What follows belongs to an exercise in optimizing a design on an open flow for small area; a production flow would make more cautious choices.
No functional check of the RTL was part of this run.

<file path="flow/config.mk">
export PLATFORM = sky130hd
export DESIGN_NAME = processing_element
export DESIGN_NICKNAME = processing_element
export VERILOG_FILES = /design/flow/design.v
export SDC_FILE = /design/flow/constraint.sdc
export NUM_CORES = 4
export LEC_CHECK = 0
export CAP_MARGIN = 0
export CORE_MARGIN = 2
export CORE_UTILIZATION = 40
export CTS_BUF_LIST = sky130_fd_sc_hd__clkbuf_8
export GPL_TIMING_DRIVEN = 0
export SLEW_MARGIN = 0
export SYNTH_HIERARCHICAL = 1
</file>
<file path="flow/constraint.sdc">
create_clock -name core_clock -period 6.5 [get_ports {clk}]
set_input_delay 1.3000 -clock core_clock [delete_from_list [all_inputs] [get_ports {clk}]]
set_output_delay 1.3000 -clock core_clock [all_outputs]
set_load 0.01 [all_outputs]
</file>
<file path="flow/design.v">
module processing_element(activation, weight, out, clk, rst);
parameter NON_ZERO_WEIGHTS = 108,
          SPECIAL_CASE = 0,
          FRACTIONAL_BITS = 8,
          BIT_SIZE = 16;
output reg signed [BIT_SIZE-1:0] out;
input [BIT_SIZE-1:0] activation, weight;
input clk, rst;
reg [23:0] s_n;        
reg [15:0] d1, d2, d3, d4;   
reg [6:0] cnt;       
reg valid;           
wire load = (cnt == 0);
wire [23:0] nxt;
wire one1;
wire two2;
wire neg3;
wire none4;
wire ntwo5;
wire nx6;
wire nx7;
wire nx8;
wire nx9;
wire nx10;
wire nx11;
wire nx12;
wire nx13;
wire nx14;
wire nx15;
wire nx16;
wire nx17;
wire nx18;
wire nx19;
wire nx20;
wire nx21;
wire pp22;
wire pp23;
wire pp24;
wire pp25;
wire pp26;
wire pp27;
wire pp28;
wire pp29;
wire pp30;
wire pp31;
wire pp32;
wire pp33;
wire pp34;
wire pp35;
wire pp36;
wire pp37;
wire pp38;
wire one39;
wire two40;
wire neg41;
wire none42;
wire ntwo43;
wire nx44;
wire nx45;
wire nx46;
wire nx47;
wire nx48;
wire nx49;
wire nx50;
wire nx51;
wire nx52;
wire nx53;
wire nx54;
wire nx55;
wire nx56;
wire nx57;
wire nx58;
wire nx59;
wire pp60;
wire pp61;
wire pp62;
wire pp63;
wire pp64;
wire pp65;
wire pp66;
wire pp67;
wire pp68;
wire pp69;
wire pp70;
wire pp71;
wire pp72;
wire pp73;
wire pp74;
wire pp75;
wire pp76;
wire one77;
wire two78;
wire neg79;
wire none80;
wire ntwo81;
wire nx82;
wire nx83;
wire nx84;
wire nx85;
wire nx86;
wire nx87;
wire nx88;
wire nx89;
wire nx90;
wire nx91;
wire nx92;
wire nx93;
wire nx94;
wire nx95;
wire nx96;
wire nx97;
wire pp98;
wire pp99;
wire pp100;
wire pp101;
wire pp102;
wire pp103;
wire pp104;
wire pp105;
wire pp106;
wire pp107;
wire pp108;
wire pp109;
wire pp110;
wire pp111;
wire pp112;
wire pp113;
wire pp114;
wire one115;
wire two116;
wire neg117;
wire none118;
wire ntwo119;
wire nx120;
wire nx121;
wire nx122;
wire nx123;
wire nx124;
wire nx125;
wire nx126;
wire nx127;
wire nx128;
wire nx129;
wire nx130;
wire nx131;
wire nx132;
wire nx133;
wire nx134;
wire nx135;
wire pp136;
wire pp137;
wire pp138;
wire pp139;
wire pp140;
wire pp141;
wire pp142;
wire pp143;
wire pp144;
wire pp145;
wire pp146;
wire pp147;
wire pp148;
wire pp149;
wire pp150;
wire pp151;
wire pp152;
wire one153;
wire two154;
wire neg155;
wire none156;
wire ntwo157;
wire nx158;
wire nx159;
wire nx160;
wire nx161;
wire nx162;
wire nx163;
wire nx164;
wire nx165;
wire nx166;
wire nx167;
wire nx168;
wire nx169;
wire nx170;
wire nx171;
wire nx172;
wire nx173;
wire pp174;
wire pp175;
wire pp176;
wire pp177;
wire pp178;
wire pp179;
wire pp180;
wire pp181;
wire pp182;
wire pp183;
wire pp184;
wire pp185;
wire pp186;
wire pp187;
wire pp188;
wire pp189;
wire one190;
wire two191;
wire neg192;
wire none193;
wire ntwo194;
wire nx195;
wire nx196;
wire nx197;
wire nx198;
wire nx199;
wire nx200;
wire nx201;
wire nx202;
wire nx203;
wire nx204;
wire nx205;
wire nx206;
wire nx207;
wire nx208;
wire pp209;
wire pp210;
wire pp211;
wire pp212;
wire pp213;
wire pp214;
wire pp215;
wire pp216;
wire pp217;
wire pp218;
wire pp219;
wire pp220;
wire pp221;
wire pp222;
wire one223;
wire two224;
wire neg225;
wire none226;
wire ntwo227;
wire nx228;
wire nx229;
wire nx230;
wire nx231;
wire nx232;
wire nx233;
wire nx234;
wire nx235;
wire nx236;
wire nx237;
wire nx238;
wire nx239;
wire pp240;
wire pp241;
wire pp242;
wire pp243;
wire pp244;
wire pp245;
wire pp246;
wire pp247;
wire pp248;
wire pp249;
wire pp250;
wire pp251;
wire one252;
wire two253;
wire neg254;
wire none255;
wire ntwo256;
wire nx257;
wire nx258;
wire nx259;
wire nx260;
wire nx261;
wire nx262;
wire nx263;
wire nx264;
wire nx265;
wire nx266;
wire pp267;
wire pp268;
wire pp269;
wire pp270;
wire pp271;
wire pp272;
wire pp273;
wire pp274;
wire pp275;
wire pp276;
wire ac277;
wire ac278;
wire ac279;
wire ac280;
wire ac281;
wire ac282;
wire ac283;
wire ac284;
wire ac285;
wire ac286;
wire ac287;
wire ac288;
wire ac289;
wire ac290;
wire ac291;
wire ac292;
wire ac293;
wire ac294;
wire ac295;
wire ac296;
wire ac297;
wire ac298;
wire ac299;
wire ac300;
wire es301;
wire ec302;
wire es303;
wire ec304;
wire es305;
wire ec306;
wire es307;
wire fs308;
wire fc309;
wire fs310;
wire fc311;
wire fs312;
wire fc313;
wire fs314;
wire fc315;
wire fs316;
wire fc317;
wire fs318;
wire fc319;
wire fs320;
wire fc321;
wire fs322;
wire fc323;
wire fs324;
wire fc325;
wire fs326;
wire fc327;
wire fs328;
wire fc329;
wire hs330;
wire hc331;
wire fs332;
wire fc333;
wire fs334;
wire fc335;
wire fs336;
wire fc337;
wire fs338;
wire fc339;
wire fs340;
wire fc341;
wire fs342;
wire fc343;
wire fs344;
wire fc345;
wire fs346;
wire fc347;
wire fs348;
wire fc349;
wire fs350;
wire fc351;
wire fs352;
wire fc353;
wire fs354;
wire fc355;
wire fs356;
wire fc357;
wire fs358;
wire fc359;
wire fs360;
wire fc361;
wire fs362;
wire fc363;
wire fs364;
wire fc365;
wire hs366;
wire hc367;
wire fs368;
wire fc369;
wire fs370;
wire fc371;
wire fs372;
wire fc373;
wire fs374;
wire fc375;
wire fs376;
wire fc377;
wire fs378;
wire fs379;
wire fc380;
wire fs381;
wire fc382;
wire fs383;
wire fc384;
wire fs385;
wire fc386;
wire fs387;
wire fc388;
wire hs389;
wire hc390;
wire fs391;
wire fc392;
wire hs393;
wire hc394;
wire fs395;
wire fc396;
wire hs397;
wire hc398;
wire fs399;
wire fc400;
wire hs401;
wire hc402;
wire fs403;
wire fc404;
wire hs405;
wire hc406;
wire fs407;
wire fc408;
wire hs409;
wire hc410;
wire fs411;
wire fc412;
wire fs413;
wire fc414;
wire fs415;
wire fc416;
wire fs417;
wire fc418;
wire fs419;
wire fc420;
wire fs421;
wire fc422;
wire fs423;
wire fc424;
wire fs425;
wire fc426;
wire fs427;
wire fc428;
wire fs429;
wire fc430;
wire fs431;
wire fc432;
wire fs433;
wire fc434;
wire fs435;
wire fc436;
wire fs437;
wire fc438;
wire fs439;
wire fc440;
wire fs441;
wire fc442;
wire fs443;
wire fc444;
wire hs445;
wire hc446;
wire fs447;
wire fc448;
wire fs449;
wire fc450;
wire fs451;
wire hs452;
wire fs453;
wire fc454;
wire fs455;
wire fc456;
wire fs457;
wire fc458;
wire fs459;
wire fc460;
wire fs461;
wire fc462;
wire fs463;
wire fc464;
wire fs465;
wire fc466;
wire fs467;
wire fc468;
wire fs469;
wire fc470;
wire fs471;
wire fc472;
wire fs473;
wire fc474;
wire fs475;
wire fc476;
wire fs477;
wire fc478;
wire fs479;
wire fc480;
wire fs481;
wire fc482;
wire fs483;
wire fc484;
wire fs485;
wire fc486;
wire fs487;
wire fc488;
wire fs489;
wire fc490;
wire fs491;
wire fc492;
wire fs493;
wire fc494;
wire fs495;
wire fs496;
wire fc497;
wire hs498;
wire hc499;
wire hs500;
wire hc501;
wire hs502;
wire hc503;
wire hs504;
wire hc505;
wire hs506;
wire hc507;
wire hs508;
wire hc509;
wire fs510;
wire fc511;
wire fs512;
wire fc513;
wire fs514;
wire fc515;
wire fs516;
wire fc517;
wire fs518;
wire fc519;
wire fs520;
wire fc521;
wire fs522;
wire fc523;
wire fs524;
wire fc525;
wire fs526;
wire fc527;
wire fs528;
wire fc529;
wire fs530;
wire fc531;
wire fs532;
wire fc533;
wire fs534;
wire fc535;
wire fs536;
wire fc537;
wire fs538;
wire fc539;
wire fs540;
wire fc541;
wire fs542;
wire g543;
wire p544;
wire g545;
wire p546;
wire g547;
wire p548;
wire g549;
wire p550;
wire g551;
wire p552;
wire g553;
wire p554;
wire g555;
wire p556;
wire g557;
wire p558;
wire g559;
wire p560;
wire g561;
wire p562;
wire g563;
wire p564;
wire g565;
wire p566;
wire g567;
wire p568;
wire g569;
wire p570;
wire g571;
wire p572;
wire g573;
wire p574;
wire g575;
wire p576;
wire g577;
wire p578;
wire g579;
wire p580;
wire g581;
wire p582;
wire g583;
wire p584;
wire g585;
wire p586;
wire g587;
wire p588;
wire g589;
wire p590;
wire G591;
wire P592;
wire G593;
wire P594;
wire G595;
wire P596;
wire G597;
wire P598;
wire G599;
wire P600;
wire G601;
wire P602;
wire G603;
wire P604;
wire G605;
wire P606;
wire G607;
wire P608;
wire G609;
wire P610;
wire G611;
wire P612;
wire G613;
wire P614;
wire G615;
wire P616;
wire G617;
wire P618;
wire G619;
wire P620;
wire G621;
wire P622;
wire G623;
wire P624;
wire G625;
wire P626;
wire G627;
wire P628;
wire G629;
wire P630;
wire G631;
wire P632;
wire G633;
wire P634;
wire G635;
wire P636;
wire G637;
wire P638;
wire G639;
wire P640;
wire G641;
wire P642;
wire G643;
wire P644;
wire G645;
wire P646;
wire G647;
wire P648;
wire G649;
wire P650;
wire G651;
wire P652;
wire G653;
wire P654;
wire G655;
wire P656;
wire G657;
wire P658;
wire G659;
wire P660;
wire G661;
wire P662;
wire G663;
wire P664;
wire G665;
wire P666;
wire G667;
wire P668;
wire G669;
wire P670;
wire G671;
wire P672;
assign one1 = weight[0] ^ 1'b0;
assign two2 = (weight[1] & ~weight[0] & ~1'b0) | (~weight[1] & weight[0] & 1'b0);
assign neg3 = weight[1] & ~(weight[0] & 1'b0);
assign none4 = ~one1;
assign ntwo5 = ~two2;
assign nx6 = ~(activation[0] ^ neg3);
assign nx7 = ~(activation[1] ^ neg3);
assign nx8 = ~(activation[2] ^ neg3);
assign nx9 = ~(activation[3] ^ neg3);
assign nx10 = ~(activation[4] ^ neg3);
assign nx11 = ~(activation[5] ^ neg3);
assign nx12 = ~(activation[6] ^ neg3);
assign nx13 = ~(activation[7] ^ neg3);
assign nx14 = ~(activation[8] ^ neg3);
assign nx15 = ~(activation[9] ^ neg3);
assign nx16 = ~(activation[10] ^ neg3);
assign nx17 = ~(activation[11] ^ neg3);
assign nx18 = ~(activation[12] ^ neg3);
assign nx19 = ~(activation[13] ^ neg3);
assign nx20 = ~(activation[14] ^ neg3);
assign nx21 = ~(activation[15] ^ neg3);
assign pp22 = ((one1 & ~nx6) | (two2 & neg3));
pe_o22ai u_sel1 (.a(none4), .b(nx7), .c(ntwo5), .d(nx6), .y(pp23));
pe_o22ai u_sel2 (.a(none4), .b(nx8), .c(ntwo5), .d(nx7), .y(pp24));
pe_o22ai u_sel3 (.a(none4), .b(nx9), .c(ntwo5), .d(nx8), .y(pp25));
pe_o22ai u_sel4 (.a(none4), .b(nx10), .c(ntwo5), .d(nx9), .y(pp26));
pe_o22ai u_sel5 (.a(none4), .b(nx11), .c(ntwo5), .d(nx10), .y(pp27));
pe_o22ai u_sel6 (.a(none4), .b(nx12), .c(ntwo5), .d(nx11), .y(pp28));
pe_o22ai u_sel7 (.a(none4), .b(nx13), .c(ntwo5), .d(nx12), .y(pp29));
pe_o22ai u_sel8 (.a(none4), .b(nx14), .c(ntwo5), .d(nx13), .y(pp30));
pe_o22ai u_sel9 (.a(none4), .b(nx15), .c(ntwo5), .d(nx14), .y(pp31));
pe_o22ai u_sel10 (.a(none4), .b(nx16), .c(ntwo5), .d(nx15), .y(pp32));
pe_o22ai u_sel11 (.a(none4), .b(nx17), .c(ntwo5), .d(nx16), .y(pp33));
pe_o22ai u_sel12 (.a(none4), .b(nx18), .c(ntwo5), .d(nx17), .y(pp34));
pe_o22ai u_sel13 (.a(none4), .b(nx19), .c(ntwo5), .d(nx18), .y(pp35));
pe_o22ai u_sel14 (.a(none4), .b(nx20), .c(ntwo5), .d(nx19), .y(pp36));
pe_o22ai u_sel15 (.a(none4), .b(nx21), .c(ntwo5), .d(nx20), .y(pp37));
pe_o22a u_sel16 (.a(none4), .b(nx21), .c(ntwo5), .d(nx21), .y(pp38));
assign one39 = weight[2] ^ weight[1];
assign two40 = (weight[3] & ~weight[2] & ~weight[1]) | (~weight[3] & weight[2] & weight[1]);
assign neg41 = weight[3] & ~(weight[2] & weight[1]);
assign none42 = ~one39;
assign ntwo43 = ~two40;
assign nx44 = ~(activation[0] ^ neg41);
assign nx45 = ~(activation[1] ^ neg41);
assign nx46 = ~(activation[2] ^ neg41);
assign nx47 = ~(activation[3] ^ neg41);
assign nx48 = ~(activation[4] ^ neg41);
assign nx49 = ~(activation[5] ^ neg41);
assign nx50 = ~(activation[6] ^ neg41);
assign nx51 = ~(activation[7] ^ neg41);
assign nx52 = ~(activation[8] ^ neg41);
assign nx53 = ~(activation[9] ^ neg41);
assign nx54 = ~(activation[10] ^ neg41);
assign nx55 = ~(activation[11] ^ neg41);
assign nx56 = ~(activation[12] ^ neg41);
assign nx57 = ~(activation[13] ^ neg41);
assign nx58 = ~(activation[14] ^ neg41);
assign nx59 = ~(activation[15] ^ neg41);
assign pp60 = ((one39 & ~nx44) | (two40 & neg41));
pe_o22ai u_sel17 (.a(none42), .b(nx45), .c(ntwo43), .d(nx44), .y(pp61));
pe_o22ai u_sel18 (.a(none42), .b(nx46), .c(ntwo43), .d(nx45), .y(pp62));
pe_o22ai u_sel19 (.a(none42), .b(nx47), .c(ntwo43), .d(nx46), .y(pp63));
pe_o22ai u_sel20 (.a(none42), .b(nx48), .c(ntwo43), .d(nx47), .y(pp64));
pe_o22ai u_sel21 (.a(none42), .b(nx49), .c(ntwo43), .d(nx48), .y(pp65));
pe_o22ai u_sel22 (.a(none42), .b(nx50), .c(ntwo43), .d(nx49), .y(pp66));
pe_o22ai u_sel23 (.a(none42), .b(nx51), .c(ntwo43), .d(nx50), .y(pp67));
pe_o22ai u_sel24 (.a(none42), .b(nx52), .c(ntwo43), .d(nx51), .y(pp68));
pe_o22ai u_sel25 (.a(none42), .b(nx53), .c(ntwo43), .d(nx52), .y(pp69));
pe_o22ai u_sel26 (.a(none42), .b(nx54), .c(ntwo43), .d(nx53), .y(pp70));
pe_o22ai u_sel27 (.a(none42), .b(nx55), .c(ntwo43), .d(nx54), .y(pp71));
pe_o22ai u_sel28 (.a(none42), .b(nx56), .c(ntwo43), .d(nx55), .y(pp72));
pe_o22ai u_sel29 (.a(none42), .b(nx57), .c(ntwo43), .d(nx56), .y(pp73));
pe_o22ai u_sel30 (.a(none42), .b(nx58), .c(ntwo43), .d(nx57), .y(pp74));
pe_o22ai u_sel31 (.a(none42), .b(nx59), .c(ntwo43), .d(nx58), .y(pp75));
pe_o22a u_sel32 (.a(none42), .b(nx59), .c(ntwo43), .d(nx59), .y(pp76));
assign one77 = weight[4] ^ weight[3];
assign two78 = (weight[5] & ~weight[4] & ~weight[3]) | (~weight[5] & weight[4] & weight[3]);
assign neg79 = weight[5] & ~(weight[4] & weight[3]);
assign none80 = ~one77;
assign ntwo81 = ~two78;
assign nx82 = ~(activation[0] ^ neg79);
assign nx83 = ~(activation[1] ^ neg79);
assign nx84 = ~(activation[2] ^ neg79);
assign nx85 = ~(activation[3] ^ neg79);
assign nx86 = ~(activation[4] ^ neg79);
assign nx87 = ~(activation[5] ^ neg79);
assign nx88 = ~(activation[6] ^ neg79);
assign nx89 = ~(activation[7] ^ neg79);
assign nx90 = ~(activation[8] ^ neg79);
assign nx91 = ~(activation[9] ^ neg79);
assign nx92 = ~(activation[10] ^ neg79);
assign nx93 = ~(activation[11] ^ neg79);
assign nx94 = ~(activation[12] ^ neg79);
assign nx95 = ~(activation[13] ^ neg79);
assign nx96 = ~(activation[14] ^ neg79);
assign nx97 = ~(activation[15] ^ neg79);
assign pp98 = ((one77 & ~nx82) | (two78 & neg79));
pe_o22ai u_sel33 (.a(none80), .b(nx83), .c(ntwo81), .d(nx82), .y(pp99));
pe_o22ai u_sel34 (.a(none80), .b(nx84), .c(ntwo81), .d(nx83), .y(pp100));
pe_o22ai u_sel35 (.a(none80), .b(nx85), .c(ntwo81), .d(nx84), .y(pp101));
pe_o22ai u_sel36 (.a(none80), .b(nx86), .c(ntwo81), .d(nx85), .y(pp102));
pe_o22ai u_sel37 (.a(none80), .b(nx87), .c(ntwo81), .d(nx86), .y(pp103));
pe_o22ai u_sel38 (.a(none80), .b(nx88), .c(ntwo81), .d(nx87), .y(pp104));
pe_o22ai u_sel39 (.a(none80), .b(nx89), .c(ntwo81), .d(nx88), .y(pp105));
pe_o22ai u_sel40 (.a(none80), .b(nx90), .c(ntwo81), .d(nx89), .y(pp106));
pe_o22ai u_sel41 (.a(none80), .b(nx91), .c(ntwo81), .d(nx90), .y(pp107));
pe_o22ai u_sel42 (.a(none80), .b(nx92), .c(ntwo81), .d(nx91), .y(pp108));
pe_o22ai u_sel43 (.a(none80), .b(nx93), .c(ntwo81), .d(nx92), .y(pp109));
pe_o22ai u_sel44 (.a(none80), .b(nx94), .c(ntwo81), .d(nx93), .y(pp110));
pe_o22ai u_sel45 (.a(none80), .b(nx95), .c(ntwo81), .d(nx94), .y(pp111));
pe_o22ai u_sel46 (.a(none80), .b(nx96), .c(ntwo81), .d(nx95), .y(pp112));
pe_o22ai u_sel47 (.a(none80), .b(nx97), .c(ntwo81), .d(nx96), .y(pp113));
pe_o22a u_sel48 (.a(none80), .b(nx97), .c(ntwo81), .d(nx97), .y(pp114));
assign one115 = weight[6] ^ weight[5];
assign two116 = (weight[7] & ~weight[6] & ~weight[5]) | (~weight[7] & weight[6] & weight[5]);
assign neg117 = weight[7] & ~(weight[6] & weight[5]);
assign none118 = ~one115;
assign ntwo119 = ~two116;
assign nx120 = ~(activation[0] ^ neg117);
assign nx121 = ~(activation[1] ^ neg117);
assign nx122 = ~(activation[2] ^ neg117);
assign nx123 = ~(activation[3] ^ neg117);
assign nx124 = ~(activation[4] ^ neg117);
assign nx125 = ~(activation[5] ^ neg117);
assign nx126 = ~(activation[6] ^ neg117);
assign nx127 = ~(activation[7] ^ neg117);
assign nx128 = ~(activation[8] ^ neg117);
assign nx129 = ~(activation[9] ^ neg117);
assign nx130 = ~(activation[10] ^ neg117);
assign nx131 = ~(activation[11] ^ neg117);
assign nx132 = ~(activation[12] ^ neg117);
assign nx133 = ~(activation[13] ^ neg117);
assign nx134 = ~(activation[14] ^ neg117);
assign nx135 = ~(activation[15] ^ neg117);
assign pp136 = ((one115 & ~nx120) | (two116 & neg117));
pe_o22ai u_sel49 (.a(none118), .b(nx121), .c(ntwo119), .d(nx120), .y(pp137));
pe_o22ai u_sel50 (.a(none118), .b(nx122), .c(ntwo119), .d(nx121), .y(pp138));
pe_o22ai u_sel51 (.a(none118), .b(nx123), .c(ntwo119), .d(nx122), .y(pp139));
pe_o22ai u_sel52 (.a(none118), .b(nx124), .c(ntwo119), .d(nx123), .y(pp140));
pe_o22ai u_sel53 (.a(none118), .b(nx125), .c(ntwo119), .d(nx124), .y(pp141));
pe_o22ai u_sel54 (.a(none118), .b(nx126), .c(ntwo119), .d(nx125), .y(pp142));
pe_o22ai u_sel55 (.a(none118), .b(nx127), .c(ntwo119), .d(nx126), .y(pp143));
pe_o22ai u_sel56 (.a(none118), .b(nx128), .c(ntwo119), .d(nx127), .y(pp144));
pe_o22ai u_sel57 (.a(none118), .b(nx129), .c(ntwo119), .d(nx128), .y(pp145));
pe_o22ai u_sel58 (.a(none118), .b(nx130), .c(ntwo119), .d(nx129), .y(pp146));
pe_o22ai u_sel59 (.a(none118), .b(nx131), .c(ntwo119), .d(nx130), .y(pp147));
pe_o22ai u_sel60 (.a(none118), .b(nx132), .c(ntwo119), .d(nx131), .y(pp148));
pe_o22ai u_sel61 (.a(none118), .b(nx133), .c(ntwo119), .d(nx132), .y(pp149));
pe_o22ai u_sel62 (.a(none118), .b(nx134), .c(ntwo119), .d(nx133), .y(pp150));
pe_o22ai u_sel63 (.a(none118), .b(nx135), .c(ntwo119), .d(nx134), .y(pp151));
pe_o22a u_sel64 (.a(none118), .b(nx135), .c(ntwo119), .d(nx135), .y(pp152));
assign one153 = weight[8] ^ weight[7];
assign two154 = (weight[9] & ~weight[8] & ~weight[7]) | (~weight[9] & weight[8] & weight[7]);
assign neg155 = weight[9] & ~(weight[8] & weight[7]);
assign none156 = ~one153;
assign ntwo157 = ~two154;
assign nx158 = ~(activation[0] ^ neg155);
assign nx159 = ~(activation[1] ^ neg155);
assign nx160 = ~(activation[2] ^ neg155);
assign nx161 = ~(activation[3] ^ neg155);
assign nx162 = ~(activation[4] ^ neg155);
assign nx163 = ~(activation[5] ^ neg155);
assign nx164 = ~(activation[6] ^ neg155);
assign nx165 = ~(activation[7] ^ neg155);
assign nx166 = ~(activation[8] ^ neg155);
assign nx167 = ~(activation[9] ^ neg155);
assign nx168 = ~(activation[10] ^ neg155);
assign nx169 = ~(activation[11] ^ neg155);
assign nx170 = ~(activation[12] ^ neg155);
assign nx171 = ~(activation[13] ^ neg155);
assign nx172 = ~(activation[14] ^ neg155);
assign nx173 = ~(activation[15] ^ neg155);
assign pp174 = ((one153 & ~nx158) | (two154 & neg155));
pe_o22ai u_sel65 (.a(none156), .b(nx159), .c(ntwo157), .d(nx158), .y(pp175));
pe_o22ai u_sel66 (.a(none156), .b(nx160), .c(ntwo157), .d(nx159), .y(pp176));
pe_o22ai u_sel67 (.a(none156), .b(nx161), .c(ntwo157), .d(nx160), .y(pp177));
pe_o22ai u_sel68 (.a(none156), .b(nx162), .c(ntwo157), .d(nx161), .y(pp178));
pe_o22ai u_sel69 (.a(none156), .b(nx163), .c(ntwo157), .d(nx162), .y(pp179));
pe_o22ai u_sel70 (.a(none156), .b(nx164), .c(ntwo157), .d(nx163), .y(pp180));
pe_o22ai u_sel71 (.a(none156), .b(nx165), .c(ntwo157), .d(nx164), .y(pp181));
pe_o22ai u_sel72 (.a(none156), .b(nx166), .c(ntwo157), .d(nx165), .y(pp182));
pe_o22ai u_sel73 (.a(none156), .b(nx167), .c(ntwo157), .d(nx166), .y(pp183));
pe_o22ai u_sel74 (.a(none156), .b(nx168), .c(ntwo157), .d(nx167), .y(pp184));
pe_o22ai u_sel75 (.a(none156), .b(nx169), .c(ntwo157), .d(nx168), .y(pp185));
pe_o22ai u_sel76 (.a(none156), .b(nx170), .c(ntwo157), .d(nx169), .y(pp186));
pe_o22ai u_sel77 (.a(none156), .b(nx171), .c(ntwo157), .d(nx170), .y(pp187));
pe_o22ai u_sel78 (.a(none156), .b(nx172), .c(ntwo157), .d(nx171), .y(pp188));
pe_o22ai u_sel79 (.a(none156), .b(nx173), .c(ntwo157), .d(nx172), .y(pp189));
assign one190 = weight[10] ^ weight[9];
assign two191 = (weight[11] & ~weight[10] & ~weight[9]) | (~weight[11] & weight[10] & weight[9]);
assign neg192 = weight[11] & ~(weight[10] & weight[9]);
assign none193 = ~one190;
assign ntwo194 = ~two191;
assign nx195 = ~(activation[0] ^ neg192);
assign nx196 = ~(activation[1] ^ neg192);
assign nx197 = ~(activation[2] ^ neg192);
assign nx198 = ~(activation[3] ^ neg192);
assign nx199 = ~(activation[4] ^ neg192);
assign nx200 = ~(activation[5] ^ neg192);
assign nx201 = ~(activation[6] ^ neg192);
assign nx202 = ~(activation[7] ^ neg192);
assign nx203 = ~(activation[8] ^ neg192);
assign nx204 = ~(activation[9] ^ neg192);
assign nx205 = ~(activation[10] ^ neg192);
assign nx206 = ~(activation[11] ^ neg192);
assign nx207 = ~(activation[12] ^ neg192);
assign nx208 = ~(activation[13] ^ neg192);
assign pp209 = ((one190 & ~nx195) | (two191 & neg192));
pe_o22ai u_sel80 (.a(none193), .b(nx196), .c(ntwo194), .d(nx195), .y(pp210));
pe_o22ai u_sel81 (.a(none193), .b(nx197), .c(ntwo194), .d(nx196), .y(pp211));
pe_o22ai u_sel82 (.a(none193), .b(nx198), .c(ntwo194), .d(nx197), .y(pp212));
pe_o22ai u_sel83 (.a(none193), .b(nx199), .c(ntwo194), .d(nx198), .y(pp213));
pe_o22ai u_sel84 (.a(none193), .b(nx200), .c(ntwo194), .d(nx199), .y(pp214));
pe_o22ai u_sel85 (.a(none193), .b(nx201), .c(ntwo194), .d(nx200), .y(pp215));
pe_o22ai u_sel86 (.a(none193), .b(nx202), .c(ntwo194), .d(nx201), .y(pp216));
pe_o22ai u_sel87 (.a(none193), .b(nx203), .c(ntwo194), .d(nx202), .y(pp217));
pe_o22ai u_sel88 (.a(none193), .b(nx204), .c(ntwo194), .d(nx203), .y(pp218));
pe_o22ai u_sel89 (.a(none193), .b(nx205), .c(ntwo194), .d(nx204), .y(pp219));
pe_o22ai u_sel90 (.a(none193), .b(nx206), .c(ntwo194), .d(nx205), .y(pp220));
pe_o22ai u_sel91 (.a(none193), .b(nx207), .c(ntwo194), .d(nx206), .y(pp221));
pe_o22ai u_sel92 (.a(none193), .b(nx208), .c(ntwo194), .d(nx207), .y(pp222));
assign one223 = weight[12] ^ weight[11];
assign two224 = (weight[13] & ~weight[12] & ~weight[11]) | (~weight[13] & weight[12] & weight[11]);
assign neg225 = weight[13] & ~(weight[12] & weight[11]);
assign none226 = ~one223;
assign ntwo227 = ~two224;
assign nx228 = ~(activation[0] ^ neg225);
assign nx229 = ~(activation[1] ^ neg225);
assign nx230 = ~(activation[2] ^ neg225);
assign nx231 = ~(activation[3] ^ neg225);
assign nx232 = ~(activation[4] ^ neg225);
assign nx233 = ~(activation[5] ^ neg225);
assign nx234 = ~(activation[6] ^ neg225);
assign nx235 = ~(activation[7] ^ neg225);
assign nx236 = ~(activation[8] ^ neg225);
assign nx237 = ~(activation[9] ^ neg225);
assign nx238 = ~(activation[10] ^ neg225);
assign nx239 = ~(activation[11] ^ neg225);
assign pp240 = ((one223 & ~nx228) | (two224 & neg225));
pe_o22ai u_sel93 (.a(none226), .b(nx229), .c(ntwo227), .d(nx228), .y(pp241));
pe_o22ai u_sel94 (.a(none226), .b(nx230), .c(ntwo227), .d(nx229), .y(pp242));
pe_o22ai u_sel95 (.a(none226), .b(nx231), .c(ntwo227), .d(nx230), .y(pp243));
pe_o22ai u_sel96 (.a(none226), .b(nx232), .c(ntwo227), .d(nx231), .y(pp244));
pe_o22ai u_sel97 (.a(none226), .b(nx233), .c(ntwo227), .d(nx232), .y(pp245));
pe_o22ai u_sel98 (.a(none226), .b(nx234), .c(ntwo227), .d(nx233), .y(pp246));
pe_o22ai u_sel99 (.a(none226), .b(nx235), .c(ntwo227), .d(nx234), .y(pp247));
pe_o22ai u_sel100 (.a(none226), .b(nx236), .c(ntwo227), .d(nx235), .y(pp248));
pe_o22ai u_sel101 (.a(none226), .b(nx237), .c(ntwo227), .d(nx236), .y(pp249));
pe_o22ai u_sel102 (.a(none226), .b(nx238), .c(ntwo227), .d(nx237), .y(pp250));
pe_o22ai u_sel103 (.a(none226), .b(nx239), .c(ntwo227), .d(nx238), .y(pp251));
assign one252 = weight[14] ^ weight[13];
assign two253 = (weight[15] & ~weight[14] & ~weight[13]) | (~weight[15] & weight[14] & weight[13]);
assign neg254 = weight[15] & ~(weight[14] & weight[13]);
assign none255 = ~one252;
assign ntwo256 = ~two253;
assign nx257 = ~(activation[0] ^ neg254);
assign nx258 = ~(activation[1] ^ neg254);
assign nx259 = ~(activation[2] ^ neg254);
assign nx260 = ~(activation[3] ^ neg254);
assign nx261 = ~(activation[4] ^ neg254);
assign nx262 = ~(activation[5] ^ neg254);
assign nx263 = ~(activation[6] ^ neg254);
assign nx264 = ~(activation[7] ^ neg254);
assign nx265 = ~(activation[8] ^ neg254);
assign nx266 = ~(activation[9] ^ neg254);
assign pp267 = ((one252 & ~nx257) | (two253 & neg254));
pe_o22ai u_sel104 (.a(none255), .b(nx258), .c(ntwo256), .d(nx257), .y(pp268));
pe_o22ai u_sel105 (.a(none255), .b(nx259), .c(ntwo256), .d(nx258), .y(pp269));
pe_o22ai u_sel106 (.a(none255), .b(nx260), .c(ntwo256), .d(nx259), .y(pp270));
pe_o22ai u_sel107 (.a(none255), .b(nx261), .c(ntwo256), .d(nx260), .y(pp271));
pe_o22ai u_sel108 (.a(none255), .b(nx262), .c(ntwo256), .d(nx261), .y(pp272));
pe_o22ai u_sel109 (.a(none255), .b(nx263), .c(ntwo256), .d(nx262), .y(pp273));
pe_o22ai u_sel110 (.a(none255), .b(nx264), .c(ntwo256), .d(nx263), .y(pp274));
pe_o22ai u_sel111 (.a(none255), .b(nx265), .c(ntwo256), .d(nx264), .y(pp275));
pe_o22ai u_sel112 (.a(none255), .b(nx266), .c(ntwo256), .d(nx265), .y(pp276));
assign ac277 = ~(s_n[0] | load);
assign ac278 = ~(s_n[1] | load);
assign ac279 = ~(s_n[2] | load);
assign ac280 = ~(s_n[3] | load);
assign ac281 = ~(s_n[4] | load);
assign ac282 = ~(s_n[5] | load);
assign ac283 = ~(s_n[6] | load);
assign ac284 = ~(s_n[7] | load);
assign ac285 = ~(s_n[8] | load);
assign ac286 = ~(s_n[9] | load);
assign ac287 = ~(s_n[10] | load);
assign ac288 = ~(s_n[11] | load);
assign ac289 = ~(s_n[12] | load);
assign ac290 = ~(s_n[13] | load);
assign ac291 = ~(s_n[14] | load);
assign ac292 = ~(s_n[15] | load);
assign ac293 = ~(s_n[16] | load);
assign ac294 = ~(s_n[17] | load);
assign ac295 = ~(s_n[18] | load);
assign ac296 = ~(s_n[19] | load);
assign ac297 = ~(s_n[20] | load);
assign ac298 = ~(s_n[21] | load);
assign ac299 = ~(s_n[22] | load);
assign ac300 = ~(s_n[23] | load);
pe_ha u_ha113 (.a(ac291), .b(neg254), .s(es301), .co(ec302));
pe_ha u_ha114 (.a(ac292), .b(ec302), .s(es303), .co(ec304));
assign es305 = ~(ac293 ^ ec304);
assign ec306 = ac293 | ec304;
assign es307 = ~ac294;
pe_fa u_fa115 (.a(ac285), .b(neg155), .c(pp30), .s(fs308), .co(fc309));
pe_fa u_fa116 (.a(ac286), .b(pp31), .c(pp67), .s(fs310), .co(fc311));
pe_fa u_fa117 (.a(ac287), .b(neg192), .c(pp32), .s(fs312), .co(fc313));
pe_fa u_fa118 (.a(pp68), .b(pp104), .c(pp140), .s(fs314), .co(fc315));
pe_fa u_fa119 (.a(ac288), .b(pp33), .c(pp69), .s(fs316), .co(fc317));
pe_fa u_fa120 (.a(pp105), .b(pp141), .c(pp177), .s(fs318), .co(fc319));
pe_fa u_fa121 (.a(ac289), .b(neg225), .c(pp34), .s(fs320), .co(fc321));
pe_fa u_fa122 (.a(pp70), .b(pp106), .c(pp142), .s(fs322), .co(fc323));
pe_fa u_fa123 (.a(pp178), .b(pp211), .c(pp240), .s(fs324), .co(fc325));
pe_fa u_fa124 (.a(ac290), .b(pp35), .c(pp71), .s(fs326), .co(fc327));
pe_fa u_fa125 (.a(pp107), .b(pp143), .c(pp179), .s(fs328), .co(fc329));
pe_ha u_ha126 (.a(pp212), .b(pp241), .s(hs330), .co(hc331));
pe_fa u_fa127 (.a(es301), .b(pp36), .c(pp72), .s(fs332), .co(fc333));
pe_fa u_fa128 (.a(pp108), .b(pp144), .c(pp180), .s(fs334), .co(fc335));
pe_fa u_fa129 (.a(pp213), .b(pp242), .c(pp267), .s(fs336), .co(fc337));
pe_fa u_fa130 (.a(es303), .b(pp37), .c(pp73), .s(fs338), .co(fc339));
pe_fa u_fa131 (.a(pp109), .b(pp145), .c(pp181), .s(fs340), .co(fc341));
pe_fa u_fa132 (.a(pp214), .b(pp243), .c(pp268), .s(fs342), .co(fc343));
pe_fa u_fa133 (.a(pp38), .b(pp74), .c(pp110), .s(fs344), .co(fc345));
pe_fa u_fa134 (.a(pp146), .b(pp182), .c(pp215), .s(fs346), .co(fc347));
pe_fa u_fa135 (.a(pp244), .b(pp269), .c(es305), .s(fs348), .co(fc349));
pe_fa u_fa136 (.a(es307), .b(pp75), .c(pp111), .s(fs350), .co(fc351));
pe_fa u_fa137 (.a(pp147), .b(pp183), .c(pp216), .s(fs352), .co(fc353));
pe_fa u_fa138 (.a(pp245), .b(pp270), .c(ec306), .s(fs354), .co(fc355));
pe_fa u_fa139 (.a(ac295), .b(ac294), .c(pp76), .s(fs356), .co(fc357));
pe_fa u_fa140 (.a(pp112), .b(pp148), .c(pp184), .s(fs358), .co(fc359));
pe_fa u_fa141 (.a(pp217), .b(pp246), .c(pp271), .s(fs360), .co(fc361));
pe_fa u_fa142 (.a(1'b1), .b(ac296), .c(pp113), .s(fs362), .co(fc363));
pe_fa u_fa143 (.a(pp149), .b(pp185), .c(pp218), .s(fs364), .co(fc365));
pe_ha u_ha144 (.a(pp247), .b(pp272), .s(hs366), .co(hc367));
pe_fa u_fa145 (.a(ac297), .b(pp114), .c(pp150), .s(fs368), .co(fc369));
pe_fa u_fa146 (.a(pp186), .b(pp219), .c(pp248), .s(fs370), .co(fc371));
pe_fa u_fa147 (.a(1'b1), .b(ac298), .c(pp151), .s(fs372), .co(fc373));
pe_fa u_fa148 (.a(pp187), .b(pp220), .c(pp249), .s(fs374), .co(fc375));
pe_fa u_fa149 (.a(ac299), .b(pp152), .c(pp188), .s(fs376), .co(fc377));
assign fs378 = 1'b1 ^ ac300 ^ pp189;
pe_fa u_fa150 (.a(ac281), .b(neg79), .c(pp26), .s(fs379), .co(fc380));
pe_fa u_fa151 (.a(ac282), .b(pp27), .c(pp63), .s(fs381), .co(fc382));
pe_fa u_fa152 (.a(ac283), .b(neg117), .c(pp28), .s(fs383), .co(fc384));
pe_fa u_fa153 (.a(pp64), .b(pp100), .c(pp136), .s(fs385), .co(fc386));
pe_fa u_fa154 (.a(ac284), .b(pp29), .c(pp65), .s(fs387), .co(fc388));
pe_ha u_ha155 (.a(pp101), .b(pp137), .s(hs389), .co(hc390));
pe_fa u_fa156 (.a(pp66), .b(pp102), .c(pp138), .s(fs391), .co(fc392));
pe_ha u_ha157 (.a(pp174), .b(fs308), .s(hs393), .co(hc394));
pe_fa u_fa158 (.a(pp103), .b(pp139), .c(pp175), .s(fs395), .co(fc396));
pe_ha u_ha159 (.a(fc309), .b(fs310), .s(hs397), .co(hc398));
pe_fa u_fa160 (.a(pp176), .b(pp209), .c(fc311), .s(fs399), .co(fc400));
pe_ha u_ha161 (.a(fs312), .b(fs314), .s(hs401), .co(hc402));
pe_fa u_fa162 (.a(pp210), .b(fc313), .c(fc315), .s(fs403), .co(fc404));
pe_ha u_ha163 (.a(fs316), .b(fs318), .s(hs405), .co(hc406));
pe_fa u_fa164 (.a(fc317), .b(fc319), .c(fs320), .s(fs407), .co(fc408));
pe_ha u_ha165 (.a(fs322), .b(fs324), .s(hs409), .co(hc410));
pe_fa u_fa166 (.a(hs330), .b(fc321), .c(fc323), .s(fs411), .co(fc412));
pe_fa u_fa167 (.a(fc325), .b(fs326), .c(fs328), .s(fs413), .co(fc414));
pe_fa u_fa168 (.a(hc331), .b(fc327), .c(fc329), .s(fs415), .co(fc416));
pe_fa u_fa169 (.a(fs332), .b(fs334), .c(fs336), .s(fs417), .co(fc418));
pe_fa u_fa170 (.a(fc333), .b(fc335), .c(fc337), .s(fs419), .co(fc420));
pe_fa u_fa171 (.a(fs338), .b(fs340), .c(fs342), .s(fs421), .co(fc422));
pe_fa u_fa172 (.a(fc339), .b(fc341), .c(fc343), .s(fs423), .co(fc424));
pe_fa u_fa173 (.a(fs344), .b(fs346), .c(fs348), .s(fs425), .co(fc426));
pe_fa u_fa174 (.a(fc345), .b(fc347), .c(fs350), .s(fs427), .co(fc428));
pe_fa u_fa175 (.a(fs352), .b(fc349), .c(fs354), .s(fs429), .co(fc430));
pe_fa u_fa176 (.a(fc351), .b(fc353), .c(fs356), .s(fs431), .co(fc432));
pe_fa u_fa177 (.a(fs358), .b(fs360), .c(fc355), .s(fs433), .co(fc434));
pe_fa u_fa178 (.a(hs366), .b(fc357), .c(fc359), .s(fs435), .co(fc436));
pe_fa u_fa179 (.a(fc361), .b(fs362), .c(fs364), .s(fs437), .co(fc438));
pe_fa u_fa180 (.a(pp273), .b(hc367), .c(fc363), .s(fs439), .co(fc440));
pe_fa u_fa181 (.a(fc365), .b(fs368), .c(fs370), .s(fs441), .co(fc442));
pe_fa u_fa182 (.a(pp274), .b(fc369), .c(fc371), .s(fs443), .co(fc444));
pe_ha u_ha183 (.a(fs372), .b(fs374), .s(hs445), .co(hc446));
pe_fa u_fa184 (.a(pp221), .b(pp250), .c(pp275), .s(fs447), .co(fc448));
pe_fa u_fa185 (.a(fc373), .b(fc375), .c(fs376), .s(fs449), .co(fc450));
assign fs451 = pp222 ^ pp251 ^ pp276;
assign hs452 = fc377 ^ fs378;
pe_fa u_fa186 (.a(ac279), .b(neg41), .c(pp24), .s(fs453), .co(fc454));
pe_fa u_fa187 (.a(ac280), .b(pp25), .c(pp61), .s(fs455), .co(fc456));
pe_fa u_fa188 (.a(pp62), .b(pp98), .c(fs379), .s(fs457), .co(fc458));
pe_fa u_fa189 (.a(pp99), .b(fc380), .c(fs381), .s(fs459), .co(fc460));
pe_fa u_fa190 (.a(fc382), .b(fs383), .c(fs385), .s(fs461), .co(fc462));
pe_fa u_fa191 (.a(hs389), .b(fc384), .c(fc386), .s(fs463), .co(fc464));
pe_fa u_fa192 (.a(hc390), .b(fc388), .c(fs391), .s(fs465), .co(fc466));
pe_fa u_fa193 (.a(fc392), .b(fs395), .c(hc394), .s(fs467), .co(fc468));
pe_fa u_fa194 (.a(fc396), .b(hc398), .c(hs401), .s(fs469), .co(fc470));
pe_fa u_fa195 (.a(hc402), .b(hs405), .c(fc400), .s(fs471), .co(fc472));
pe_fa u_fa196 (.a(hc406), .b(hs409), .c(fc404), .s(fs473), .co(fc474));
pe_fa u_fa197 (.a(hc410), .b(fc408), .c(fs411), .s(fs475), .co(fc476));
pe_fa u_fa198 (.a(fc412), .b(fc414), .c(fs415), .s(fs477), .co(fc478));
pe_fa u_fa199 (.a(fc416), .b(fc418), .c(fs419), .s(fs479), .co(fc480));
pe_fa u_fa200 (.a(fc420), .b(fc422), .c(fs423), .s(fs481), .co(fc482));
pe_fa u_fa201 (.a(fc424), .b(fs427), .c(fc426), .s(fs483), .co(fc484));
pe_fa u_fa202 (.a(fc428), .b(fs431), .c(fc430), .s(fs485), .co(fc486));
pe_fa u_fa203 (.a(fc432), .b(fs435), .c(fc434), .s(fs487), .co(fc488));
pe_fa u_fa204 (.a(fc436), .b(fc438), .c(fs439), .s(fs489), .co(fc490));
pe_fa u_fa205 (.a(hs445), .b(fc440), .c(fc442), .s(fs491), .co(fc492));
pe_fa u_fa206 (.a(fs447), .b(hc446), .c(fc444), .s(fs493), .co(fc494));
assign fs495 = fc448 ^ fs451 ^ hs452;
pe_fa u_fa207 (.a(ac277), .b(neg3), .c(pp22), .s(fs496), .co(fc497));
pe_ha u_ha208 (.a(ac278), .b(pp23), .s(hs498), .co(hc499));
pe_ha u_ha209 (.a(pp60), .b(fs453), .s(hs500), .co(hc501));
pe_ha u_ha210 (.a(fc454), .b(fs455), .s(hs502), .co(hc503));
pe_ha u_ha211 (.a(fc456), .b(fs457), .s(hs504), .co(hc505));
pe_ha u_ha212 (.a(fc458), .b(fs459), .s(hs506), .co(hc507));
pe_ha u_ha213 (.a(fc460), .b(fs461), .s(hs508), .co(hc509));
pe_fa u_fa214 (.a(fs387), .b(fc462), .c(fs463), .s(fs510), .co(fc511));
pe_fa u_fa215 (.a(hs393), .b(fc464), .c(fs465), .s(fs512), .co(fc513));
pe_fa u_fa216 (.a(hs397), .b(fc466), .c(fs467), .s(fs514), .co(fc515));
pe_fa u_fa217 (.a(fs399), .b(fc468), .c(fs469), .s(fs516), .co(fc517));
pe_fa u_fa218 (.a(fs403), .b(fc470), .c(fs471), .s(fs518), .co(fc519));
pe_fa u_fa219 (.a(fs407), .b(fc472), .c(fs473), .s(fs520), .co(fc521));
pe_fa u_fa220 (.a(fs413), .b(fc474), .c(fs475), .s(fs522), .co(fc523));
pe_fa u_fa221 (.a(fs417), .b(fc476), .c(fs477), .s(fs524), .co(fc525));
pe_fa u_fa222 (.a(fs421), .b(fc478), .c(fs479), .s(fs526), .co(fc527));
pe_fa u_fa223 (.a(fs425), .b(fc480), .c(fs481), .s(fs528), .co(fc529));
pe_fa u_fa224 (.a(fs429), .b(fc482), .c(fs483), .s(fs530), .co(fc531));
pe_fa u_fa225 (.a(fs433), .b(fc484), .c(fs485), .s(fs532), .co(fc533));
pe_fa u_fa226 (.a(fs437), .b(fc486), .c(fs487), .s(fs534), .co(fc535));
pe_fa u_fa227 (.a(fs441), .b(fc488), .c(fs489), .s(fs536), .co(fc537));
pe_fa u_fa228 (.a(fs443), .b(fc490), .c(fs491), .s(fs538), .co(fc539));
pe_fa u_fa229 (.a(fs449), .b(fc492), .c(fs493), .s(fs540), .co(fc541));
assign fs542 = fc450 ^ fc494 ^ fs495;
assign g543 = fs496 & 1'b0;
assign p544 = fs496 ^ 1'b0;
assign g545 = fc497 & hs498;
assign p546 = fc497 ^ hs498;
assign g547 = hc499 & hs500;
assign p548 = hc499 ^ hs500;
assign g549 = hc501 & hs502;
assign p550 = hc501 ^ hs502;
assign g551 = hc503 & hs504;
assign p552 = hc503 ^ hs504;
assign g553 = hc505 & hs506;
assign p554 = hc505 ^ hs506;
assign g555 = hc507 & hs508;
assign p556 = hc507 ^ hs508;
assign g557 = hc509 & fs510;
assign p558 = hc509 ^ fs510;
assign g559 = fc511 & fs512;
assign p560 = fc511 ^ fs512;
assign g561 = fc513 & fs514;
assign p562 = fc513 ^ fs514;
assign g563 = fc515 & fs516;
assign p564 = fc515 ^ fs516;
assign g565 = fc517 & fs518;
assign p566 = fc517 ^ fs518;
assign g567 = fc519 & fs520;
assign p568 = fc519 ^ fs520;
assign g569 = fc521 & fs522;
assign p570 = fc521 ^ fs522;
assign g571 = fc523 & fs524;
assign p572 = fc523 ^ fs524;
assign g573 = fc525 & fs526;
assign p574 = fc525 ^ fs526;
assign g575 = fc527 & fs528;
assign p576 = fc527 ^ fs528;
assign g577 = fc529 & fs530;
assign p578 = fc529 ^ fs530;
assign g579 = fc531 & fs532;
assign p580 = fc531 ^ fs532;
assign g581 = fc533 & fs534;
assign p582 = fc533 ^ fs534;
assign g583 = fc535 & fs536;
assign p584 = fc535 ^ fs536;
assign g585 = fc537 & fs538;
assign p586 = fc537 ^ fs538;
assign g587 = fc539 & fs540;
assign p588 = fc539 ^ fs540;
assign g589 = fc541 & fs542;
assign p590 = fc541 ^ fs542;
assign G591 = g545 | (p546 & g543);
assign P592 = p546 & p544;
assign G593 = g549 | (p550 & g547);
assign P594 = p550 & p548;
assign G595 = g553 | (p554 & g551);
assign P596 = p554 & p552;
assign G597 = g557 | (p558 & g555);
assign P598 = p558 & p556;
assign G599 = g561 | (p562 & g559);
assign P600 = p562 & p560;
assign G601 = g565 | (p566 & g563);
assign P602 = p566 & p564;
assign G603 = g569 | (p570 & g567);
assign P604 = p570 & p568;
assign G605 = g573 | (p574 & g571);
assign P606 = p574 & p572;
assign G607 = g577 | (p578 & g575);
assign P608 = p578 & p576;
assign G609 = g581 | (p582 & g579);
assign P610 = p582 & p580;
assign G611 = g585 | (p586 & g583);
assign P612 = p586 & p584;
assign G613 = g589 | (p590 & g587);
assign P614 = p590 & p588;
assign G615 = G593 | (P594 & G591);
assign P616 = P594 & P592;
assign G617 = G597 | (P598 & G595);
assign P618 = P598 & P596;
assign G619 = G601 | (P602 & G599);
assign P620 = P602 & P600;
assign G621 = G605 | (P606 & G603);
assign P622 = P606 & P604;
assign G623 = G609 | (P610 & G607);
assign P624 = P610 & P608;
assign G625 = G613 | (P614 & G611);
assign P626 = P614 & P612;
assign G627 = G617 | (P618 & G615);
assign P628 = P618 & P616;
assign G629 = G621 | (P622 & G619);
assign P630 = P622 & P620;
assign G631 = G625 | (P626 & G623);
assign P632 = P626 & P624;
assign G633 = G629 | (P630 & G627);
assign P634 = P630 & P628;
assign G635 = G631 | (P632 & G633);
assign P636 = P632 & P634;
assign G637 = G619 | (P620 & G627);
assign P638 = P620 & P628;
assign G639 = G623 | (P624 & G633);
assign P640 = P624 & P634;
assign G641 = G595 | (P596 & G615);
assign P642 = P596 & P616;
assign G643 = G599 | (P600 & G627);
assign P644 = P600 & P628;
assign G645 = G603 | (P604 & G637);
assign P646 = P604 & P638;
assign G647 = G607 | (P608 & G633);
assign P648 = P608 & P634;
assign G649 = G611 | (P612 & G639);
assign P650 = P612 & P640;
assign G651 = g547 | (p548 & G591);
assign P652 = p548 & P592;
assign G653 = g551 | (p552 & G615);
assign P654 = p552 & P616;
assign G655 = g555 | (p556 & G641);
assign P656 = p556 & P642;
assign G657 = g559 | (p560 & G627);
assign P658 = p560 & P628;
assign G659 = g563 | (p564 & G643);
assign P660 = p564 & P644;
assign G661 = g567 | (p568 & G637);
assign P662 = p568 & P638;
assign G663 = g571 | (p572 & G645);
assign P664 = p572 & P646;
assign G665 = g575 | (p576 & G633);
assign P666 = p576 & P634;
assign G667 = g579 | (p580 & G647);
assign P668 = p580 & P648;
assign G669 = g583 | (p584 & G639);
assign P670 = p584 & P640;
assign G671 = g587 | (p588 & G649);
assign P672 = p588 & P650;
assign nxt[0] = p544;
assign nxt[1] = (p546 ^ g543);
assign nxt[2] = (p548 ^ G591);
assign nxt[3] = (p550 ^ G651);
assign nxt[4] = (p552 ^ G615);
assign nxt[5] = (p554 ^ G653);
assign nxt[6] = (p556 ^ G641);
assign nxt[7] = (p558 ^ G655);
assign nxt[8] = (p560 ^ G627);
assign nxt[9] = (p562 ^ G657);
assign nxt[10] = (p564 ^ G643);
assign nxt[11] = (p566 ^ G659);
assign nxt[12] = (p568 ^ G637);
assign nxt[13] = (p570 ^ G661);
assign nxt[14] = (p572 ^ G645);
assign nxt[15] = (p574 ^ G663);
assign nxt[16] = (p576 ^ G633);
assign nxt[17] = (p578 ^ G665);
assign nxt[18] = (p580 ^ G647);
assign nxt[19] = (p582 ^ G667);
assign nxt[20] = (p584 ^ G639);
assign nxt[21] = (p586 ^ G669);
assign nxt[22] = (p588 ^ G649);
assign nxt[23] = (p590 ^ G671);
always @(posedge clk) begin
  s_n <= ~nxt;
  d1 <= s_n[FRACTIONAL_BITS+15:FRACTIONAL_BITS];
  d2 <= d1;
  d3 <= d2;
  d4 <= d3;
  if (!rst) begin
    cnt <= 0;
    valid <= 1'b0;
    out <= 0;
  end else begin
    cnt <= (cnt == NON_ZERO_WEIGHTS - 1) ? 7'd0 : cnt + 7'd1;
    valid <= valid | (cnt == 4);
    out <= valid ? ~d4 : 16'd0;
  end
end
endmodule
module pe_fa(a, b, c, s, co);
input a, b, c;
output s, co;
assign s = a ^ b ^ c;
assign co = (a & b) | (a & c) | (b & c);
endmodule
module pe_o22ai(a, b, c, d, y);
input a, b, c, d;
output y;
assign y = ~((a | b) & (c | d));
endmodule
module pe_o22a(a, b, c, d, y);
input a, b, c, d;
output y;
assign y = (a | b) & (c | d);
endmodule
module pe_ha(a, b, s, co);
input a, b;
output s, co;
assign s = a ^ b;
assign co = a & b;
endmodule
</file>
<file path="flow/flow/run.sh">
#!/bin/bash
# Standard layout; ports buffered with a small buffer, synthesis buffers removed before placement.
set -euo pipefail
export BUFFER_PORTS_ARGS="-buffer_cell sky130_fd_sc_hd__buf_1"
export REMOVE_ABC_BUFFERS=1
export RECOVER_POWER=100
export CTS_ARGS="-sink_clustering_enable -repair_clock_nets -buf_list sky130_fd_sc_hd__clkbuf_8 -dont_use_dummy_load"
bash standard.sh > standard_flow.log 2>&1
</file>
<file path="flow/standard.sh">
#!/bin/bash
# synth_recipe.tcl (not shown) runs the flow's synth.tcl, then flattens the netlist and writes it again
# the make line also repeats each setting of config.mk as NAME=value (left out here)
make -C /OpenROAD-flow-scripts/flow DESIGN_CONFIG=/design/flow/config.mk WORK_HOME=/design/flow/orfs CLKGATE_MAP_FILE= SYNTH_SCRIPT=/design/flow/synth_recipe.tcl "${@:-finish}"
</file>
==> impl_metrics.yaml <==
timing:
  timing.max_slew.rel_slack: 0.3426
  timing.final.crit_period_ns: 6.204
  report.final.slew_viol_count: 0
  timing_worst_slew_pin_value_ns: 0.9808
  fin_skew_ns: 0.03039
  worst_hold_slack_ns: 0.3090
  fmax_mhz: 161.2
  totalNegativeSetupSlack_ns: 0
  final-hold-violation-count: 0
  fin_crit_sh: 0.9545
  number_of_endpoints_failing_setup_at_the_final_stage: 0
clock_tree:
  cts_max_path_buffers: 2
  cts_sinks: 112
  clkSlewWorstSetupHoldPaths_ns: 0.11
  tritoncts_clock_tree: "done"
  cts_root_buffer: "sky130_fd_sc_hd__clkbuf_8"
  tritoncts.num_buffers: 9
  htree_levels: 3
  worst_skew_pair.late_latency_ns: 0.36
setup_path:
  cp_cell_sequence: "buf_1 -> ha_1 -> nor2_4 -> buf_4 -> xnor2_1 -> o22ai_1 -> fa_1 -> fa_1 -> fa_1 -> fa_1 -> ha_1 -> nand3_1 -> nor3_2 -> nand4_1 -> nand2_2 -> o221ai_1 -> fa_1 -> xnor2_1 -> xnor2_1 -> xnor2_1 -> xnor2_1"
  timing.setup.critical_path_class: "input port to register"
  critical_path_depth: 21
  critPathArrivalTime_ns: 6.51
  r2r_end: "s_n[23]$_DFF_P_"
  path_delay_family: "adder cells"
  critPathMaxFanout: 5
  cp.buffers_inverters: 2
  cp_slowest_cell: "sky130_fd_sc_hd__fa_1"
  crit_required_ns: 6.80
  reg2reg_setup_slack_ns: 0.36
  critPathMaxStageDelay_ns: 0.52
  worst_r2r_path_depth: 25
  r2r_start: "cnt[0]$_SDFF_PP0_"
  cp-end-kind: "register"
  critical_path.startpoint_type: "input port"
placement:
  place.gp.congestion: 0.8605
  post_dp_cell_area_um2: 8531
  hpwl_um: 13650
  port-buffer-count: 49
floorplan:
  ios: 50
  die_x_um: 146.4
  initial_core_util: 0.4045
  chipHeight_um: 146.4
  rows: 52
  floorplan.core_area_um2: 20040
  floorplan.die_area_um2: 21420
synthesis:
  synth_adder_area_share: 0.3483
  yosysWarnings: 7
  synth_seq_area_share: 0.2766
  synth_top_family_by_area: "adder cells"
  ys_async_sr_fraction: 0
  syn_avg_cell_area_um2: 10.86
  yosys.cell_types.count: 40
  synth_top_flop_cell: "sky130_fd_sc_hd__dfxtp_1"
  ys_seq_elements: 112
  synth.cell_area_um2: 8105
  synth_enable_flop_cells: 0
  synthesized_instance_count: 746
  synth.mux.area_fraction: 0
  yosys.area_share.simple: 0.06067
  synth_compound_gate_area_share: 0.1249
  parity_gate_share_of_the_synthesized_area_counting_xor_and_xnor_cells: 0.1524
job:
  cap_violations: 0
detailed_routing:
  drc: 0
  drtAntennaViolNets: 0
  via_total_after_detailed_routing: 5482
  dr.first_iter.drc_count: 283
  routed_via_density: 5.100
  drt_first_pass_iters: 4
  routed_wl_um: 16860
  detail_route.wl_per_cell_um: 15.69
final_layout:
  layout_commonest_cell: "sky130_fd_sc_hd__xnor2_1"
  antenna_cells: 0
  most_used_cells_in_the_layout_excluding_fill_and_tap_cells: "129 x sky130_fd_sc_hd__xnor2_1, 112 x sky130_fd_sc_hd__dfxtp_1, 110 x sky130_fd_sc_hd__fa_1"
  final_net_count: 1000
  fin_util: 0.4543
  final_area_um2: 9104
  drive_gt1_frac: 0.08820
  area_delta_synth_final_pct: 12.32
hold_path:
  hold_path.startpoint: "d1[13]$_DFF_P_"
  cell_depth_of_the_worst_min_delay_path: 0
  hold_path_end: "d2[13]$_DFF_P_"
  worst_hold_path_type: "register to register"
global_routing:
  globalRoute.totalOverflow: 0
  antenna_found_initial: 0
  first_global_vias: 5597
  global_router_s_overall_resource_usage: 0.1654
  global_route_wire_length_before_repair_um: 28580
  maximum_number_of_pins_on_one_net_before_global_route_repair: 23
run_status:
  outcome: "finished clean"
repair_timing:
action | CTS | global route
gates cloned | 1 | 0
buffers inserted | 18 | 8
hold buffers | 0 | 0
endpoints found under the setup margin | 12 | 1
pin swaps | 6 | 1
resized for setup | 19 | 25
synthesized netlist by cell type, drive strengths merged, types with 6 or more instances:
library cell,n,share of area
nor3,9,0.0069
nand2,6,0.0028
nor2,55,0.027
ha,48,0.074
nor2b,8,0.0062
o32ai,7,0.0076
xor2,12,0.013
inv,48,0.022
dfxtp,112,0.28
nand3,6,0.0037
buf,18,0.0099
o22ai,109,0.084
a21oi,14,0.0086
fa,111,0.27
xnor2,129,0.14
clkbuf,10,0.0046
metal layers:
metal | global-route usage | up-vias | part of all wire
met5 | 0 | - | 0
met4 | 0.03592 | 0 | 0.0079
met3 | 0.01469 | 13 | 0.031
met2 | 0.2724 | 84 | 0.47
met1 | 0.2393 | 2687 | 0.49
li1 | - | 2698 | -
state kept, by name (all words and copies together), names as in the netlist:
register / count
s_n: 24
d1: 16
d2: 16
d3: 16
d4: 16
out: 16
cnt: 7
valid: 1
kinds of logic (layout without fill, tap and decap cells):
| family | after synthesis | count (layout) |
|---|---|---|
| adder cells (fa/ha/maj) | 159 | 159 |
| AO/OA/AOI/OAI | 156 | 156 |
| XOR/XNOR | 141 | 141 |
| flip-flops | 112 | 112 |
| AND/OR/NAND/NOR | 101 | 102 |
| buffers and inverters | 76 | 133 |
| other | 1 | 2 |
modules after synthesis (local to each module, per instance):
module / cell area [um^2] / cells
pe_o22ai: 6.256 / 1
pe_ha: 12.51 / 1
pe_fa: 20.02 / 1
pe_o22a: 8.758 / 1
processing_element: 5180 / 517
how the worst max path moves through the flow:
stage / slack, ns / to / start
after floorplan: -0.20 / s_n[23]$_DFF_P_ / weight[13]
after global placement: -1.43 / s_n[23]$_DFF_P_ / weight[1]
after detailed placement: -1.52 / s_n[23]$_DFF_P_ / weight[1]
after CTS: 0.02 / s_n[23]$_DFF_P_ / weight[13]
after global routing: -0.001 / s_n[23]$_DFF_P_ / weight[9]
final: 0.30 / s_n[23]$_DFF_P_ / weight[13]
worst reg2reg max path, cell delays in order (launching register included):
cell and delay [ns]:
sky130_fd_sc_hd__dfxtp_1 0.34, sky130_fd_sc_hd__inv_1 0.07, sky130_fd_sc_hd__ha_1 0.13, sky130_fd_sc_hd__or4b_1 0.58
sky130_fd_sc_hd__nor3_4 0.28, sky130_fd_sc_hd__nor2_1 0.09, sky130_fd_sc_hd__ha_1 0.20, sky130_fd_sc_hd__ha_1 0.17
sky130_fd_sc_hd__inv_1 0.05, sky130_fd_sc_hd__ha_1 0.22, sky130_fd_sc_hd__inv_1 0.07, sky130_fd_sc_hd__fa_1 0.43
sky130_fd_sc_hd__fa_1 0.39, sky130_fd_sc_hd__fa_1 0.50, sky130_fd_sc_hd__fa_1 0.45, sky130_fd_sc_hd__ha_4 0.32
sky130_fd_sc_hd__nand2_1 0.10, sky130_fd_sc_hd__nor3_2 0.22, sky130_fd_sc_hd__nand4_1 0.16, sky130_fd_sc_hd__nand2_2 0.13
sky130_fd_sc_hd__o221ai_1 0.16, sky130_fd_sc_hd__fa_1 0.41, sky130_fd_sc_hd__xnor2_1 0.15, sky130_fd_sc_hd__xnor2_1 0.19
sky130_fd_sc_hd__xnor2_1 0.16, sky130_fd_sc_hd__xnor2_1 0.13
area by class of cell:
type | count | area [um^2]
fillers | 1973 | 10940
multi-input cells | 560 | 5737
flip-flops and latches | 112 | 2242
repair buffers | 76 | 467.9
well taps | 270 | 337.8
inverters | 48 | 195.2
clock buffers | 9 | 123.9
metrics by stage:
step | std cells | setup slack [ns]
3_5_place_dp | 1039 | -1.519
2_1_floorplan | 719 | -0.1985
5_1_grt | 1075 | -0.001108
6_report | 1075 | 0.2955
4_1_cts | 1067 | 0.01957
3_3_place_gp | 1038 | -1.430

-- port drivers added, routing unchanged --
How much do the figures lean on ideal ports? The routed layout below was timed once more, with nothing changed but the port constraints. Step 1 assumes that a clkbuf_16 drives the clock port and a buf_2 every other input. Step 2 also shifts input and output timing later by t, the mid clock arrival at the registers, as if the neighbouring blocks saw the same clock. Three values: ideal ports, drivers, drivers and shift; two values: the first two.
shift t [ns]: 0.377
slack for setup (ns): 0.296 / 0.298 / -0.079
hold WS [ns]: 0.309 / 0.309 / 0.309
pins driven straight from the clock port: 1
With both steps, setup timing fails in this run, where it was met with ideal ports. The setup slack of this run moves by +0.002 ns with the drivers and by -0.375 ns with both steps.
